From an optimization exercise on the open Yosys and OpenROAD flow, aimed at small area, a short achievable clock period and few clock cycles per item; shortcuts taken in it are not production practice.
In this exercise RTL edits were held to simulation tests only and were not proved equivalent to the original.

==> inputs of trial 29 <==
==> flow/design.v (excerpt) <==
module rsa #(
    parameter WIDTH = 32,
    parameter E_BITS = 32
)(
    input  wire                   clk,
    input  wire                   rst,
    input  wire                   start,
    input  wire [WIDTH-1:0]       M,
    input  wire [E_BITS-1:0]      E,
    input  wire [WIDTH-1:0]       N,
    input  wire [WIDTH-1:0]       N_INV,
    input  wire [WIDTH-1:0]       R2_MOD_N,
    output wire [WIDTH-1:0]       C,
    output reg                    done
);
    localparam K  = 4;           
    localparam W  = 38;          
    localparam AW = 34;          
    localparam PH_IDLE = 3'd0, PH_C1 = 3'd1, PH_C2 = 3'd2,
               PH_SQ = 3'd4, PH_MUL = 3'd5, PH_FIN = 3'd6;
    reg  [2:0]    ph;
    reg           it;          
    reg  [3:0]    j;           
    reg  [32:0]   res;         
    reg  [32:0]   mr;          
    reg  [AW-1:0] s, c;        
    reg           cin;         
    reg  [K-1:0]  a;           
    reg  [4:0]    idx;         
    reg           ebit;        
    reg           ez;          
    reg           isn;         
    reg  [31:0]   nr;          
    reg  [3:0]    npr;         
    assign C = res[31:0];
    reg  [3:0] np;
    always @(*) begin
        case (N[3:1])
            3'd0: np = 4'd15;
            3'd1: np = 4'd5;
            3'd2: np = 4'd3;
            3'd3: np = 4'd9;
            3'd4: np = 4'd7;
            3'd5: np = 4'd13;
            3'd6: np = 4'd11;
            default: np = 4'd1;
        endcase
    end
    reg [4:0] lead;
    integer i;
    always @(*) begin
        lead = 5'd0;
        for (i = 0; i < 32; i = i + 1)
  ...
Settings: LEC_CHECK=0, ABC_CLOCK_PERIOD_IN_PS=5000, CAP_MARGIN=20, CORE_MARGIN=2, CORE_UTILIZATION=60, CTS_BUF_LIST=sky130_fd_sc_hd__clkbuf_8 sky130_fd_sc_hd__clkbuf_16, PLACE_DENSITY=0.7, SLEW_MARGIN=20; clock period 15.0 ns.
standard.sh (not shown) runs the stock make flow with config.mk's settings and CLKGATE_MAP_FILE= SYNTH_SCRIPT=/design/flow/synth_recipe.tcl, a recipe that flattens the netlist after the stock synthesis.
==> flow/flow/run.sh <==
#!/bin/bash
# Standard layout (the standard.sh: standard synthesis, floorplan, place,
# CTS, route) with three changes to how it is made:
#  - before floorplanning, flow/fixpol.tcl (with flow/fixpol.py) flips full
#    adders to remove inverters around them (FA(~a,~b,~c) = ~FA(a,b,c)); the
#    registers and the logic function are unchanged;
#  - ORFS's repair_timing is asked for 10.5 ns of setup margin instead of 0, so
#    that it also shortens paths that already meet the 15 ns clock;
#  - the port buffers that global placement inserts are sky130_fd_sc_hd__buf_2.
# The SDC and the clock period are the standard flow's. Make's output goes to
# make_finish.log; fixpol writes fixpol_in.txt and fixpol_ops.txt here.
set -euo pipefail
bash standard.sh SETUP_SLACK_MARGIN=10.5 'BUFFER_PORTS_ARGS=-buffer_cell sky130_fd_sc_hd__buf_2' "PRE_FLOORPLAN_TCL=$(pwd)/flow/fixpol.tcl" finish > make_finish.log 2>&1
Other scripts of this flow, unchanged in this note and not shown: flow/flow/fixpol.py, flow/flow/fixpol.tcl
==> trial 42 (differences from trial 29) <==
--- a/flow/design.v
+++ b/flow/design.v
@@ -26,15 +26,14 @@
     reg  [AW-1:0] s, c;        
     reg           cin;         
     reg  [K-1:0]  a;           
     reg  [4:0]    idx;         
     reg           ebit;        
     reg           ez;          
     reg           isn;         
-    reg  [31:0]   nr;          
     reg  [3:0]    npr;         
     assign C = res[31:0];
     reg  [3:0] np;
     always @(*) begin
         case (N[3:1])
             3'd0: np = 4'd15;
             3'd1: np = 4'd5;
@@ -62,14 +61,15 @@
             qmul[2] = c2a ^ c2b ^ c2c ^ c2d;
             qmul[3] = y[3] ^ (n[0] & y[2]) ^ (n[1] & y[1]) ^ (n[2] & y[0])
                     ^ (c2a & c2b) ^ (c2a & c2c) ^ (c2a & c2d)
                     ^ (c2b & c2c) ^ (c2b & c2d) ^ (c2c & c2d);
         end
     endfunction
     reg  [3:0] t;              
+    reg  [3:0] mlo;            
     wire [3:0] y_s = s[3:0] ^ c[3:0] ^ t;
     wire [3:0] y_k = {(s[2:0] & c[2:0]) | (s[2:0] & t[2:0]) | (c[2:0] & t[2:0]), 1'b0};
     wire [3:0] y_p = y_s ^ y_k;
     wire [3:0] y_g = y_s & y_k;
     wire [3:0] y_c;
     assign y_c[0] = cin;
     assign y_c[1] = y_g[0] | (y_p[0] & cin);
@@ -78,18 +78,18 @@
                   | (y_p[2] & y_p[1] & y_p[0] & cin);
     wire [3:0] u = y_p ^ y_c;
     wire [3:0] q = qmul(u, npr[3:1]);
     wire [W-1:0] b0 = a[0] ? {5'b0, res}        : {W{1'b0}};
     wire [W-1:0] b1 = a[1] ? {4'b0, res, cin}   : {{(W-1){1'b0}}, cin};
     wire [W-1:0] b2 = a[2] ? {3'b0, res, 2'b0}  : {W{1'b0}};
     wire [W-1:0] b3 = a[3] ? {2'b0, res, 3'b0}  : {W{1'b0}};
-    wire [W-1:0] n0 = q[0] ? {6'b0, nr}          : {W{1'b0}};
-    wire [W-1:0] n1 = q[1] ? {5'b0, nr, 1'b0}    : {W{1'b0}};
-    wire [W-1:0] n2 = q[2] ? {4'b0, nr, 2'b0}    : {W{1'b0}};
-    wire [W-1:0] n3 = q[3] ? {3'b0, nr, 3'b0}    : {W{1'b0}};
+    wire [W-1:0] n0 = q[0] ? {6'b0, N}          : {W{1'b0}};
+    wire [W-1:0] n1 = q[1] ? {5'b0, N, 1'b0}    : {W{1'b0}};
+    wire [W-1:0] n2 = q[2] ? {4'b0, N, 2'b0}    : {W{1'b0}};
+    wire [W-1:0] n3 = q[3] ? {3'b0, N, 3'b0}    : {W{1'b0}};
     wire [W-1:0] s0 = {4'b0, s};
     wire [W-1:0] c0 = {4'b0, c};
     wire [W-1:0] l1a_s = s0 ^ c0 ^ b0;
     wire [W-1:0] l1a_c = ((s0 & c0) | (s0 & b0) | (c0 & b0)) << 1;
     wire [W-1:0] l1b_s = b1 ^ b2 ^ b3;
     wire [W-1:0] l1b_c = ((b1 & b2) | (b1 & b3) | (b2 & b3)) << 1;
     wire [W-1:0] l2_s  = l1a_s ^ l1a_c ^ l1b_s;
@@ -168,15 +168,15 @@
                 PH_C2:        a_nx = ez ? 4'd0 : mr_d;
                 PH_MUL:       a_nx = mr_d;
                 default:      a_nx = 4'd0;
             endcase
         end else begin
             case (ph)
                 PH_C1: begin
-                    res_nx = ez ? sum[32:0] : mr;
+                    res_nx = ez ? sum[32:0] : {1'b0, M};
                     a_nx   = ez ? 4'd1 : sum[3:0];
                 end
                 PH_C2: begin
                     res_nx = sum[32:0];
                     a_nx   = (ph_nx == PH_FIN) ? 4'd1 : sum[3:0];
                 end
                 PH_SQ: begin
@@ -191,33 +191,33 @@
                     res_nx = isn ? 33'd0 : sum[32:0];
                 end
             endcase
         end
     end
     always @(posedge clk) begin
         npr  <= np;
-        nr   <= N;
         ebit <= E[idx];
-        isn  <= (res == {1'b0, nr});
+        isn  <= (res == {1'b0, N});
         a    <= (ph == PH_IDLE) ? R2_MOD_N[3:0] : a_nx;
         res  <= (ph == PH_IDLE) ? {1'b0, R2_MOD_N} : res_nx;
-        t    <= (ph == PH_IDLE) ? R2_MOD_N[3:0] * R2_MOD_N[3:0] : a_nx * res_nx[3:0];
+        t    <= (ph == PH_IDLE) ? R2_MOD_N[3:0] * R2_MOD_N[3:0]
+              : a_nx * ((!it && ph == PH_C1 && !ez) ? mlo : res_nx[3:0]);
+        if (ph == PH_IDLE) mlo <= M[3:0];
         if (ph == PH_IDLE || !it) begin
             s   <= {AW{1'b0}};
             c   <= {AW{1'b0}};
             cin <= 1'b0;
             j   <= 4'd0;
         end else begin
             s   <= l6_s[W-1:K];
             c   <= l6_c[W-1:K];
             cin <= cin_n;
             j   <= jn;
         end
         if (ph == PH_IDLE) begin
-            mr  <= {1'b0, M};
             idx <= lead;
             ez  <= ~|E;
         end else if (!it) begin
             if (idx_dec) idx <= idx - 5'd1;
             if (ph == PH_C1 || ph == PH_C2) mr <= sum[32:0];
         end
     end
==> flow/flow/run.sh (replaced) <==
#!/bin/bash
# Standard layout (the standard.sh: standard synthesis, floorplan, place,
# CTS, route) with three changes to how it is made:
#  - before floorplanning, flow/fixpol.tcl (with flow/fixpol.py) flips full
#    adders to remove inverters around them (FA(~a,~b,~c) = ~FA(a,b,c)); the
#    registers and the logic function are unchanged;
#  - ORFS's repair_timing is asked for 10 ns of setup margin instead of 0, so
#    that it also shortens paths that already meet the 15 ns clock;
#  - the port buffers that global placement inserts are sky130_fd_sc_hd__buf_1.
# The SDC and the clock period are the standard flow's. Make's output goes to
# make_finish.log; fixpol writes fixpol_in.txt and fixpol_ops.txt here.
set -euo pipefail
bash standard.sh SETUP_SLACK_MARGIN=10 'BUFFER_PORTS_ARGS=-buffer_cell sky130_fd_sc_hd__buf_1' "PRE_FLOORPLAN_TCL=$(pwd)/flow/fixpol.tcl" finish > make_finish.log 2>&1
- ABC_AREA: not set -> 1
==> qor summary <==
quantity	trial 42	trial 29
Wire length the detailed router placed on met1	19700 microns	21800 microns
Status	finished clean	finished clean
Pre-CTS setup slack	9560 ps	9100 ps
Final core utilization	67.3%	68.3%
Met3 layer wire length in the routed design	3870 microns	4770 microns
Count of instances resized after the clock tree is built	3	41
Sequential share of cell area	21.6%	22.6%
End of the critical path	t[3]	s[3]
Number of signal-net buffers in the layout	189	191
Standard-cell row count	61	63
Final weighted congestion in routability-driven placement	0.917	0.938
Worst reg2reg setup slack	10160 ps	10010 ps
Sequential cell area	4070 sq um	4580 sq um
Multi-input gate count	1387	1409
Post-route standard cell area excluding fillers	18800 sq um	20300 sq um
Testbench counts of trial 29, summed over its fixed seeds: cycles 112,410, items 320.
Testbench counts of trial 42, summed over its fixed seeds: cycles 112,410, items 320.

[re-timing with driven ports]
The results above use ideal ports. As a check the final layouts listed here were re-extracted and re-timed, cells and wires unchanged. Step 1 assumes that a clkbuf_16 drives the clock port and a buf_2 every other input. Step 2 also shifts input and output timing later by t, the mid clock arrival at the registers, as if the neighbouring blocks saw the same clock. Slacks: ideal ports / drivers / drivers and shift; pairs: ideal ports / drivers.
| run | shift t [ns] | setup WS [ns] | clock arrival spread, ns | worst slew at a driven data input, ns |
|---|---|---|---|---|
| trial 29 | 0.507 | 10.009 / 10.009 / 10.009 | 0.017 / 0.016 | 0.04 |
| trial 42 | 0.495 | 10.060 / 10.076 / 9.581 | 0.013 / 0.013 | 0.04 |
After both steps every run listed still meets setup and hold. The setup slack of trial 42, which loses most, moves by +0.016 ns with the drivers and by -0.479 ns with both steps.
